This design comes from an exercise in tuning for small area on the open sky130 flow, not from production work.
Where RTL was checked, it was by simulation tests only, not by an equivalence proof against the original.
Power is estimated from default activity; no workload was simulated.

## the reference run
## i2c_regs
module i2c_regs (
	input  wire        clk,
	input  wire        rst_n,               
	input  wire        scl_i,
	output wire        scl_o,
	output wire        scl_t,
	input  wire        sda_i,
	output wire        sda_o,
	output wire        sda_t,
	input  wire        pll_lock,
	input  wire        second_pll_lock,
	input  wire        subg_delay_cflag,
	output wire        i2c_busy,
	output wire        i2c_addressed,
	output wire        i2c_bus_active,
	output reg         internal_rst,
	output reg         led_rst,
	output reg  [7:0]  ufl_p7_sel,
	output reg  [7:0]  ufl_p8_sel,
	output reg         subg_rx_invert,
	output reg         wifi_rx_invert,
	output reg         subg_sync_check_enable,
	output reg         wifi_sync_check_enable,
	output reg  [15:0] spi1_test_pattern,
	output reg  [15:0] spi2_test_pattern,
	output reg  [15:0] spi3_test_pattern,
	output reg  [15:0] spi4_test_pattern,
	output reg  [3:0]  spi_test_pattern_enable,
	output reg  [31:0] tx_lvds_test_pattern,
	output reg         tx_lvds_test_pattern_enable,
	output reg         subg_delay_loadn,
	output reg         subg_delay_move,
	output reg         subg_delay_direction
);
Size: roughly 140 I/O pins, ~0.0087 mm² of cells after synthesis.
==> flow/config.mk <==
export PLATFORM = sky130hd
export DESIGN_NAME = i2c_regs
export DESIGN_NICKNAME = i2c_regs
export VERILOG_FILES = /design/flow/design.v
export SDC_FILE = /design/flow/constraint.sdc
export NUM_CORES = 4
export LEC_CHECK = 0
export CAP_MARGIN = 20
export CORE_MARGIN = 2
export CORE_UTILIZATION = 40
export SLEW_MARGIN = 20
==> flow/constraint.sdc <==
create_clock -name core_clock -period 10.0 [get_ports {clk}]
set_input_delay 2.0000 -clock core_clock [delete_from_list [all_inputs] [get_ports {clk}]]
set_output_delay 2.0000 -clock core_clock [all_outputs]
set_load 0.01 [all_outputs]
standard.sh (not shown) runs the stock make flow with config.mk's settings and CLKGATE_MAP_FILE= SYNTH_SCRIPT=/design/flow/synth_recipe.tcl, a recipe that flattens the netlist after the stock synthesis.
==> flow/flow/run.sh <==
#!/bin/bash
# Own layout flow: the standard synthesis, unchanged; then the
# combinational logic between the registers is re-mapped for area with ABC
# (registers, their names and cell types are kept; the new netlist is
# proven combinationally equivalent to the standard one with Yosys before it
# is used); then the standard ORFS layout with small port buffers and a
# clock tree with larger sink clusters and no dummy loads.
# Each tool's full output goes to a log file of its own in this folder.
set -euo pipefail
WORK=$(pwd)
FLOWDIR=$WORK/flow
YOSYS=$(command -v yosys || echo /OpenROAD-flow-scripts/tools/install/yosys/bin/yosys)
LIB=$FLOW_HOME/platforms/sky130hd/lib/sky130_fd_sc_hd__tt_025C_1v80.lib
RES=$WORK/orfs/results/$FLOW_PLATFORM/i2c_regs/base
source $FLOWDIR/knobs.sh

# 1. standard synthesis
bash standard.sh synth > log_1_synth.log 2>&1

# 2. area re-mapping of the combinational logic
cp $RES/1_2_yosys.v $WORK/std_synth.v
sed -e "s#@LIB@#$LIB#g" -e "s#@IN@#$WORK/std_synth.v#g" -e "s#@OUT@#$WORK/remap.v#g" \
    -e "s#@ABC@#$FLOWDIR/remap.abc#g" $FLOWDIR/remap.ys > $WORK/remap_run.ys
sed -e "s#@LIB@#$LIB#g" -e "s#@A@#$WORK/std_synth.v#g" -e "s#@B@#$WORK/remap.v#g" \
    $FLOWDIR/cec.ys > $WORK/cec_run.ys
if timeout 2400 $YOSYS -s $WORK/remap_run.ys > log_2_remap.log 2>&1 \
   && timeout 1200 $YOSYS -s $WORK/cec_run.ys > log_3_cec.log 2>&1; then
  echo "remapped netlist proven equivalent; using it" > remap_status.txt
  cp $WORK/remap.v $RES/1_2_yosys.v
  rm -f $RES/1_synth.odb
else
  echo "remap failed or not proven; keeping the standard netlist" > remap_status.txt
fi

# 3. layout
bash standard.sh "${KNOBS[@]}" finish > log_4_layout.log 2>&1
Other scripts of this flow, unchanged in this note and not shown: flow/flow/cec.ys, flow/flow/knobs.sh, flow/flow/remap.abc, flow/flow/remap.ys
Input changes introduced in the trial run (baseline for comparison: the reference run):
-- flow/design.v --
<<< the reference run, line 36
wire rst = !rst_n;
localparam [2:0]
    S_IDLE    = 3'd0,
    S_ADDRESS = 3'd1,
>>> the trial run, line 36
wire rst = !rst_n;
localparam [2:0]
    B_IDLE     = 3'd0,
    B_ADDRESS  = 3'd1,
    B_READ_1A  = 3'd2,    
    B_READ_1B  = 3'd3,    
    B_READ_2   = 3'd4,
    B_WRITE_1  = 3'd5,
    B_WRITE_2A = 3'd6,    
    B_WRITE_2B = 3'd7;    
reg [2:0] b_state, b_state_next;
localparam [2:0]
    S_IDLE    = 3'd0,
    S_ADDRESS = 3'd1,
<<< the reference run, line 69
wire start_bit = !sda_reg && last_sda_reg && scl_reg;
wire stop_bit = sda_reg && !last_sda_reg && scl_reg;
wire       m_tready;      
wire       rd_valid;      
>>> the trial run, line 79
wire start_bit = !sda_reg && last_sda_reg && scl_reg;
wire stop_bit = sda_reg && !last_sda_reg && scl_reg;
reg [7:0] data_mux;                       
wire       m_tready;      
wire       rd_valid;      
<<< the reference run, line 228
    s_bit_count <= s_bit_count_next;
    s_tready <= s_tready_next;
    m_tdata <= m_tdata_next;
    m_tvalid <= m_tvalid_next;
    m_tlast <= m_tlast_next;
>>> the trial run, line 239
    s_bit_count <= s_bit_count_next;
    s_tready <= s_tready_next;
    m_tdata <= (b_state == B_READ_1A) ? data_mux : m_tdata_next;
    m_tvalid <= m_tvalid_next;
    m_tlast <= m_tlast_next;
<<< the reference run, line 267
    end
end
localparam [2:0]
    B_IDLE     = 3'd0,
    B_ADDRESS  = 3'd1,
    B_READ_1A  = 3'd2,    
    B_READ_1B  = 3'd3,    
    B_READ_2   = 3'd4,
    B_WRITE_1  = 3'd5,
    B_WRITE_2A = 3'd6,    
    B_WRITE_2B = 3'd7;    
reg [2:0] b_state, b_state_next;
reg b_count, b_count_next;                
reg b_last;
reg [15:0] b_addr, b_addr_next;
reg [7:0] b_data, b_data_next;
reg b_ready, b_ready_next;
reg b_rd_valid, b_rd_valid_next;
reg [7:0] data_mux;
assign m_tready = b_ready;
assign rd_valid = b_rd_valid;
assign rd_data = b_data;
assign i2c_busy = b_state != B_IDLE;
wire b_take = b_ready && m_tvalid;
>>> the trial run, line 278
    end
end
reg b_count, b_count_next;                
reg b_last;
reg [15:0] b_addr, b_addr_next;
reg b_ready, b_ready_next;
reg b_rd_valid, b_rd_valid_next;
assign m_tready = b_ready;
assign rd_valid = b_rd_valid;
assign rd_data = m_tdata;
assign i2c_busy = b_state != B_IDLE;
wire b_take = b_ready && m_tvalid;
<<< the reference run, line 295
    b_ready_next = 1'b0;
    b_addr_next = b_addr;
    b_data_next = b_data;
    case (b_state)
        B_IDLE: begin
>>> the trial run, line 294
    b_ready_next = 1'b0;
    b_addr_next = b_addr;
    case (b_state)
        B_IDLE: begin
<<< the reference run, line 311
                else b_addr_next[7:0] = m_tdata;
                b_count_next = 1'b0;
                if (!b_count) b_data_next = 8'd0;
                if (m_tlast) b_state_next = B_IDLE;
                else if (!b_count) b_state_next = B_WRITE_1;
>>> the trial run, line 309
                else b_addr_next[7:0] = m_tdata;
                b_count_next = 1'b0;
                if (m_tlast) b_state_next = B_IDLE;
                else if (!b_count) b_state_next = B_WRITE_1;
<<< the reference run, line 320
        end
        B_READ_1A: begin
            b_data_next = data_mux;
            b_state_next = B_READ_1B;
        end
>>> the trial run, line 317
        end
        B_READ_1A: begin
            b_state_next = B_READ_1B;
        end
<<< the reference run, line 340
            b_ready_next = 1'b1;
            if (b_take) begin
                b_data_next = m_tdata;
                b_state_next = B_WRITE_2A;
            end else begin
>>> the trial run, line 336
            b_ready_next = 1'b1;
            if (b_take) begin
                b_state_next = B_WRITE_2A;
            end else begin
<<< the reference run, line 350
        end
        B_WRITE_2B: begin
            b_data_next = 8'd0;
            b_addr_next = b_addr + 16'd1;
            b_state_next = b_last ? B_IDLE : B_WRITE_1;
>>> the trial run, line 345
        end
        B_WRITE_2B: begin
            b_addr_next = b_addr + 16'd1;
            b_state_next = b_last ? B_IDLE : B_WRITE_1;
<<< the reference run, line 361
    if (b_take) b_last <= m_tlast;
    b_addr <= b_addr_next;
    b_data <= b_data_next;
    b_ready <= b_ready_next;
    b_rd_valid <= b_rd_valid_next;
>>> the trial run, line 355
    if (b_take) b_last <= m_tlast;
    b_addr <= b_addr_next;
    b_ready <= b_ready_next;
    b_rd_valid <= b_rd_valid_next;
<<< the reference run, line 369
        b_last <= 1'b0;
        b_addr <= 16'd0;
        b_data <= 8'd0;
        b_ready <= 1'b0;
        b_rd_valid <= 1'b0;
>>> the trial run, line 362
        b_last <= 1'b0;
        b_addr <= 16'd0;
        b_ready <= 1'b0;
        b_rd_valid <= 1'b0;
<<< the reference run, line 384
reg [7:0] reg0, reg1, reg2;
wire wr = (b_state == B_WRITE_2A) || (b_state == B_WRITE_2B);
wire [7:0] wdat = b_data;
always @(posedge clk) begin
	if (rst) begin
>>> the trial run, line 376
reg [7:0] reg0, reg1, reg2;
wire wr = (b_state == B_WRITE_2A) || (b_state == B_WRITE_2B);
wire [7:0] wdat = m_tdata;
always @(posedge clk) begin
	if (rst) begin
## What came out
- Critical path depth down 6 in the trial run wrt the reference run
- The trial run does better than the reference run on overall routed net length.
- Period utilization in the trial run is 18 points below the reference run.
- Lower routed via count divided by cell count goes to the trial run over the reference run.
- Relative contribution of combinational cells to total power delta (the trial run -> the reference run): insignificant
For the reference run, only the layout was checked, not whether the RTL still works.

[port drivers added, routing unchanged]
The flow's constraints put no driver on any port. The routed layouts listed below were extracted and timed again, unchanged, in two steps.
Step 1: set_driving_cell puts a clkbuf_16 on clk and a buf_2 on each other input, an assumption about the parent block.
Step 2 moves the port delays by t, midway between the first and last clock arrival at a register: inputs arrive t later, outputs are due t later. That takes back most of the time a late clock gives input paths.
a / b / c = ideal ports / drivers / drivers and shift; a / b = the first two.
| run | shift t [ns] | slack for setup (ns) | worst setup path at the end | worst register clock-pin slew, ns | worst slew at a driven data input, ns |
|---|---|---|---|---|---|
| the reference run | 0.551 | 4.603 / 4.626 / 4.075 | input to register | 0.11 / 0.11 | 0.07 |
| the trial run | 0.546 | 6.378 / 6.336 / 6.129 | input to register | 0.11 / 0.11 | 0.04 |
After both steps every run listed still meets setup and hold. For the reference run, which loses most, drivers alone change the setup slack by +0.023 ns; drivers and shift together by -0.528 ns.
